Context: an optimization exercise on an open-source flow, tuned for small area, a short achievable clock period and few clock cycles per item. The choices shown serve that exercise and are no tape-out recipe.
Function was checked by simulation only, so behaviour that the tests miss may differ from the original.

==> 12-10: inputs <==
Design RISC_V_Processor_V0, start of the top module:
module RISC_V_Processor_V0(
    input [31:0] command,
    input clk, reset,
    output [31:0] imem_addr,
    output dmem_req,
    output dmem_we,
    output [29:0] dmem_addr,
    output [3:0] dmem_be,
    output [31:0] dmem_wdata,
    input [31:0] dmem_rdata);
==> flow/config.mk <==
export PLATFORM = sky130hd
export DESIGN_NAME = RISC_V_Processor_V0
export DESIGN_NICKNAME = RISC_V_Processor_V0
export VERILOG_FILES = /design/flow/design.v
export SDC_FILE = /design/flow/constraint.sdc
export NUM_CORES = 4
export LEC_CHECK = 0
export CAP_MARGIN = 20
export CORE_MARGIN = 2
export CORE_UTILIZATION = 45
export CTS_BUF_LIST = sky130_fd_sc_hd__clkbuf_8
export SLEW_MARGIN = 20
==> flow/constraint.sdc <==
create_clock -name core_clock -period 12.5 [get_ports {clk}]
set_input_delay 2.5000 -clock core_clock [delete_from_list [all_inputs] [get_ports {clk}]]
set_output_delay 2.5000 -clock core_clock [all_outputs]
set_load 0.01 [all_outputs]
standard.sh (not shown) runs the stock make flow with config.mk's settings and CLKGATE_MAP_FILE= SYNTH_SCRIPT=/design/flow/synth_recipe.tcl, a recipe that flattens the netlist after the stock synthesis.
==> flow/flow/run.sh <==
#!/bin/bash
set -euo pipefail
bash standard.sh SETUP_SLACK_MARGIN=8.5 finish > flow_make.log 2>&1
==> inputs of 07-18, as changes to 12-10 <==
--- a/flow/design.v
+++ b/flow/design.v
@@ -19,22 +19,21 @@
     assign rdata2 = (raddr2 == 5'd0) ? 32'd0 : r[raddr2];
 endmodule
 module alu (
     input  [2:0]  f3,
     input         alt,       
-    input         sub,       
+    input         cmp,       
     input  [31:0] a,
     input  [31:0] b,
-    output [31:0] sum,
     output reg [31:0] result,
     output        taken
 );
-    wire [32:0] s   = {1'b0, a} + {1'b0, b} + {32'd0, sub};
-    assign sum = s[31:0];
-    wire        ltu = ~s[32];
-    wire        lt  = (a[31] ^ b[31]) ? s[31] : a[31];    
-    wire        eq  = &(a ^ b);                           
+    wire        sub = alt | cmp;
+    wire [32:0] sum = {1'b0, a} + {1'b0, b ^ {32{sub}}} + {32'd0, sub};
+    wire        ltu = ~sum[32];
+    wire        lt  = (a[31] ^ b[31]) ? a[31] : sum[31];
+    wire        eq  = (a == b);
     wire t = f3[2] ? (f3[1] ? ltu : lt) : eq;
     assign taken = t ^ f3[0];
     wire        left = (f3 == 3'd1);
     wire [31:0] a_rev;
     genvar i;
@@ -48,11 +47,11 @@
     generate for (i = 0; i < 32; i = i + 1) begin : rev_out
         assign sh_l[i] = sh_o[31 - i];
     end endgenerate
     always @(*) begin
         case (f3)
-            3'd0: result = sum;
+            3'd0: result = sum[31:0];
             3'd1: result = sh_l;
             3'd2: result = {31'd0, lt};
             3'd3: result = {31'd0, ltu};
             3'd4: result = a ^ b;
             3'd5: result = sh_o[31:0];
@@ -125,12 +124,12 @@
     reg         v_e;
     reg  [31:0] a_e, b_e, x_e;      
     reg  [2:0]  f3_e;
     reg  [2:0]  f3_st_e;            
     reg         alt_e;              
-    reg         sub_e;              
-    reg         br_e, jalr_e, link_e, ld_e, st_e, wr_e;
+    reg         cmp_e;              
+    reg         br_e, pred_e, jalr_e, link_e, ld_e, st_e, wr_e;
     reg  [4:0]  rd_e;
     reg         m_req, m_we;
     reg  [29:0] m_addr;
     reg  [3:0]  m_be;
     reg  [31:0] m_wdata;
@@ -154,10 +153,12 @@
     wire [4:0] rs1 = ir_d[19:15];
     wire [4:0] rs2 = ir_d[24:20];
     wire [31:0] rf_a, rf_b;
     regn RF(.clk(clk), .we(wb_en), .waddr(wb_rd), .wdata(wb_val),
             .raddr1(rs1), .raddr2(rs2), .rdata1(rf_a), .rdata2(rf_b));
+    wire [31:0] a_val = (wb_en && wb_rd == rs1) ? wb_val : rf_a;
+    wire [31:0] b_val = (wb_en && wb_rd == rs2) ? wb_val : rf_b;
     wire [4:0] opc = ir_d[6:2];
     wire [2:0] f3  = ir_d[14:12];
     wire is_lui   = opc == 5'b01101;
     wire is_auipc = opc == 5'b00101;
     wire is_jal   = opc == 5'b11011;
@@ -165,46 +166,33 @@
     wire is_br    = opc == 5'b11000;
     wire is_ld    = opc == 5'b00000;
     wire is_st    = opc == 5'b01000;
     wire is_opi   = opc == 5'b00100;
     wire is_op    = opc == 5'b01100;
-    wire use1     = ~(is_lui | is_auipc | is_jal);    
-    wire use2     = is_op | is_br | is_st;            
     wire [31:0] imm_i = {{21{ir_d[31]}}, ir_d[30:20]};
     wire [31:0] imm_s = {{21{ir_d[31]}}, ir_d[30:25], ir_d[11:7]};
     wire [31:0] imm_b = {{20{ir_d[31]}}, ir_d[7], ir_d[30:25], ir_d[11:8], 1'b0};
     wire [31:0] imm_u = {ir_d[31:12], 12'b0};
     wire [31:0] imm_j = {{12{ir_d[31]}}, ir_d[19:12], ir_d[20], ir_d[30:21], 1'b0};
     wire [29:0] tgt_d = pc_d + (is_jal ? imm_j[31:2] : imm_b[31:2]);
-    wire        redir_d = v_d & is_jal;                
-    wire cmp_d = ((is_op | is_opi) & (f3 == 3'd2 || f3 == 3'd3)) | is_br;
-    wire sub_d = (is_op & ir_d[30] & (f3 == 3'd0)) | cmp_d;
-    wire rr2   = is_op | is_br;                        
-    wire fwd_a = wb_en & (wb_rd == rs1) & use1;
-    wire fwd_b = wb_en & (wb_rd == rs2) & rr2;
-    wire fwd_x = wb_en & (wb_rd == rs2) & is_st;
-    wire [31:0] a_reg  = is_lui ? 32'd0 : is_auipc ? {pc_d, 2'b00} : rf_a;
-    wire [31:0] b_reg  = rr2 ? rf_b : is_st ? imm_s : (is_lui | is_auipc) ? imm_u : imm_i;
-    wire [31:0] x_reg  = is_st ? rf_b :
-                         (is_jal | is_jalr) ? {pc_f, 2'b00} : {tgt_d, 2'b00};
-    wire [31:0] a_next = fwd_a ? wb_val : a_reg;
-    wire [31:0] b_next = (fwd_b ? wb_val : b_reg) ^ {32{sub_d}};
-    wire [31:0] x_next = fwd_x ? wb_val : x_reg;
-    wire [31:0] alu_sum;
-    alu ALU(.f3(f3_e), .alt(alt_e), .sub(sub_e), .a(a_e), .b(b_e),
-            .sum(alu_sum), .result(alu_res), .taken(alu_taken));
-    wire        mispred = v_e & br_e & alu_taken;
+    wire        pred_d = is_br & ir_d[31];             
+    wire        redir_d = v_d & (is_jal | pred_d);
+    wire [31:0] a_next = is_lui ? 32'd0 : is_auipc ? {pc_d, 2'b00} : a_val;
+    wire [31:0] b_next = (is_op | is_br) ? b_val :
+                         is_st ? imm_s :
+                         (is_lui | is_auipc) ? imm_u : imm_i;
+    wire [31:0] x_next = is_st ? b_val :
+                         (is_jal | is_jalr | pred_d) ? {pc_f, 2'b00} : {tgt_d, 2'b00};
+    alu ALU(.f3(f3_e), .alt(alt_e), .cmp(cmp_e), .a(a_e), .b(b_e),
+            .result(alu_res), .taken(alu_taken));
+    wire        mispred = v_e & br_e & (alu_taken ^ pred_e);
     wire        redir_e = mispred | (v_e & jalr_e);
-    wire [29:0] tgt_e   = jalr_e ? alu_sum[31:2] : x_e[31:2];
-    wire wr_d   = is_op | is_opi | is_lui | is_auipc | is_jal | is_jalr;
-    wire dep_ld = (rd_e != 5'd0) & ((use1 & (rs1 == rd_e)) | (use2 & (rs2 == rd_e)) |
-                                    (wr_d & (ir_d[11:7] == rd_e)));
-    wire dep_w  = (ld_rd != 5'd0) & ((use1 & (rs1 == ld_rd)) | (use2 & (rs2 == ld_rd)));
-    wire stall  = v_d & ((v_e & ld_e & (is_ld | dep_ld)) | (ld_wait & (wr_d | is_ld | dep_w)));
+    wire [29:0] tgt_e   = jalr_e ? alu_res[31:2] : x_e[31:2];
+    wire stall = (v_e & ld_e) | ld_wait;
     wire [3:0]  st_be;
     wire [31:0] st_data;
-    StoreLanes lsu_st(.off(alu_sum[1:0]), .funct3(f3_st_e), .data_in(x_e), .be(st_be), .wdata(st_data));
+    StoreLanes lsu_st(.off(alu_res[1:0]), .funct3(f3_st_e), .data_in(x_e), .be(st_be), .wdata(st_data));
     always @(posedge clk) begin
         if (reset) begin
             pc_f    <= 30'd0;
             v_d     <= 1'b0;
             v_e     <= 1'b0;
@@ -232,40 +220,37 @@
                 end
             end
         end
     end
     always @(posedge clk) begin
-        if (!stall) begin
+        if (!stall && !redir_e) begin
             ir_d <= command;
             pc_d <= pc_f;
-        end
-    end
-    always @(posedge clk) begin
-        begin
             a_e  <= a_next;
             b_e  <= b_next;
             x_e  <= x_next;
             f3_e <= (is_op | is_opi | is_br) ? f3 : 3'd0;
             f3_st_e <= f3;
-            alt_e <= (is_op | is_opi) & ir_d[30] & (f3 == 3'd5);
-            sub_e <= sub_d;
+            alt_e <= (is_op & ir_d[30] & (f3 == 3'd0 || f3 == 3'd5)) | (is_opi & ir_d[30] & f3 == 3'd5);
+            cmp_e <= ((is_op | is_opi) & (f3 == 3'd2 || f3 == 3'd3)) | is_br;
             br_e   <= is_br;
+            pred_e <= pred_d;
             jalr_e <= is_jalr;
             link_e <= is_jal | is_jalr;
             ld_e   <= is_ld;
             st_e   <= is_st;
-            wr_e   <= wr_d & (ir_d[11:7] != 5'd0);
+            wr_e   <= (is_op | is_opi | is_lui | is_auipc | is_jal | is_jalr) & (ir_d[11:7] != 5'd0);
             rd_e   <= ir_d[11:7];
         end
-        begin
+        if (v_e & (ld_e | st_e)) begin
             m_we    <= st_e;
-            m_addr  <= alu_sum[31:2];
+            m_addr  <= alu_res[31:2];
             m_be    <= st_be;
             m_wdata <= st_data;
         end
         if (v_e & ld_e) begin
             ld_rd  <= rd_e;
             ld_f3  <= f3_st_e;
-            ld_off <= alu_sum[1:0];
-        end
-    end
-endmodule
+            ld_off <= alu_res[1:0];
+        end
+    end
+endmodule
==> flow/run.sh (new file) <==
#!/bin/bash
# synth_recipe.tcl (not shown) runs the flow's synth.tcl, then flattens the netlist and writes it again
# the make line also repeats each setting of config.mk as NAME=value (left out here)
make -C /OpenROAD-flow-scripts/flow DESIGN_CONFIG=/design/flow/config.mk WORK_HOME=/design/flow/orfs CLKGATE_MAP_FILE= SYNTH_SCRIPT=/design/flow/synth_recipe.tcl finish
CAP_MARGIN = 30   (was 20)
CORE_UTILIZATION = 30   (was 45)
CTS_BUF_LIST = unset   (was sky130_fd_sc_hd__clkbuf_8)
SETUP_SLACK_MARGIN = 0.3   (was unset)
SLEW_MARGIN = 30   (was 20)
removed: flow/flow/run.sh
removed: flow/standard.sh
==> flow_summary.json <==
{
  "clkSinkCount": 1280,
  "ctsResizeCount": 0,
  "rr_startpoint": "alt_e",
  "layout_setup_ws_ns": 5.87,
  "holdPathEnd": "ld_rd[0]",
  "wl_met2_mm": 136,
  "status": "no timing/DRC/antenna violations",
  "peakVddDrop_uv": 160,
  "core.rowCount": 171,
  "comb_power_share": 0.346,
  "n_all_buffers": 384,
  "clkTransAtPathRegs_ns": 0.06,
  "clock_power_share": 0.255,
  "p_sw_frac": 0.388,
  "syn_area_sq_um": 65600
}
the above is filed under 07-18

==> flow_summary.json <==
{
  "peakVddDrop_uv": 150,
  "clkSinkCount": 1279,
  "comb_power_share": 0.271,
  "rr_startpoint": "ir_d[24]",
  "n_all_buffers": 530,
  "ctsResizeCount": 778,
  "clkTransAtPathRegs_ns": 0.07,
  "syn_area_sq_um": 64000,
  "status": "no timing/DRC/antenna violations",
  "p_sw_frac": 0.351,
  "layout_setup_ws_ns": 8.29,
  "holdPathEnd": "m_we"
}
the above is filed under 12-10

Testbench counts of 12-10, summed over its fixed seeds: cycles 34,779, instrs 26,400.
Testbench counts of 07-18, summed over its fixed seeds: cycles 38,411, instrs 26,400.

-- separate check: timing with driven ports --
The results above use ideal ports. As a check the final layouts listed here were re-extracted and re-timed, cells and wires unchanged.
Step 1, drivers: a clkbuf_16 drives clk and a buf_2 each remaining input, both assumed.
Step 2 times the ports against the registers' clock, not the clock port: input delays grow and output delays shrink by t, the midpoint of the rising clock arrivals with the driver on.
Slacks: no drivers / after step 1 / after step 2; pairs: no drivers / after step 1.
| run | shift t [ns] | setup slack, ns | slew at the worst register clock pin (ns) | pins driven straight from the clock port |
|---|---|---|---|---|
| 12-10 | 1.029 | 8.294 / 8.294 / 7.426 | 0.07 / 0.07 | 1 |
| 07-18 | 0.865 | 5.867 / 5.867 / 5.867 | 0.07 / 0.07 | 1 |
After both steps every run listed still meets setup and hold. For 12-10, which loses most, drivers alone change the setup slack by 0.000 ns; drivers and shift together by -0.868 ns.
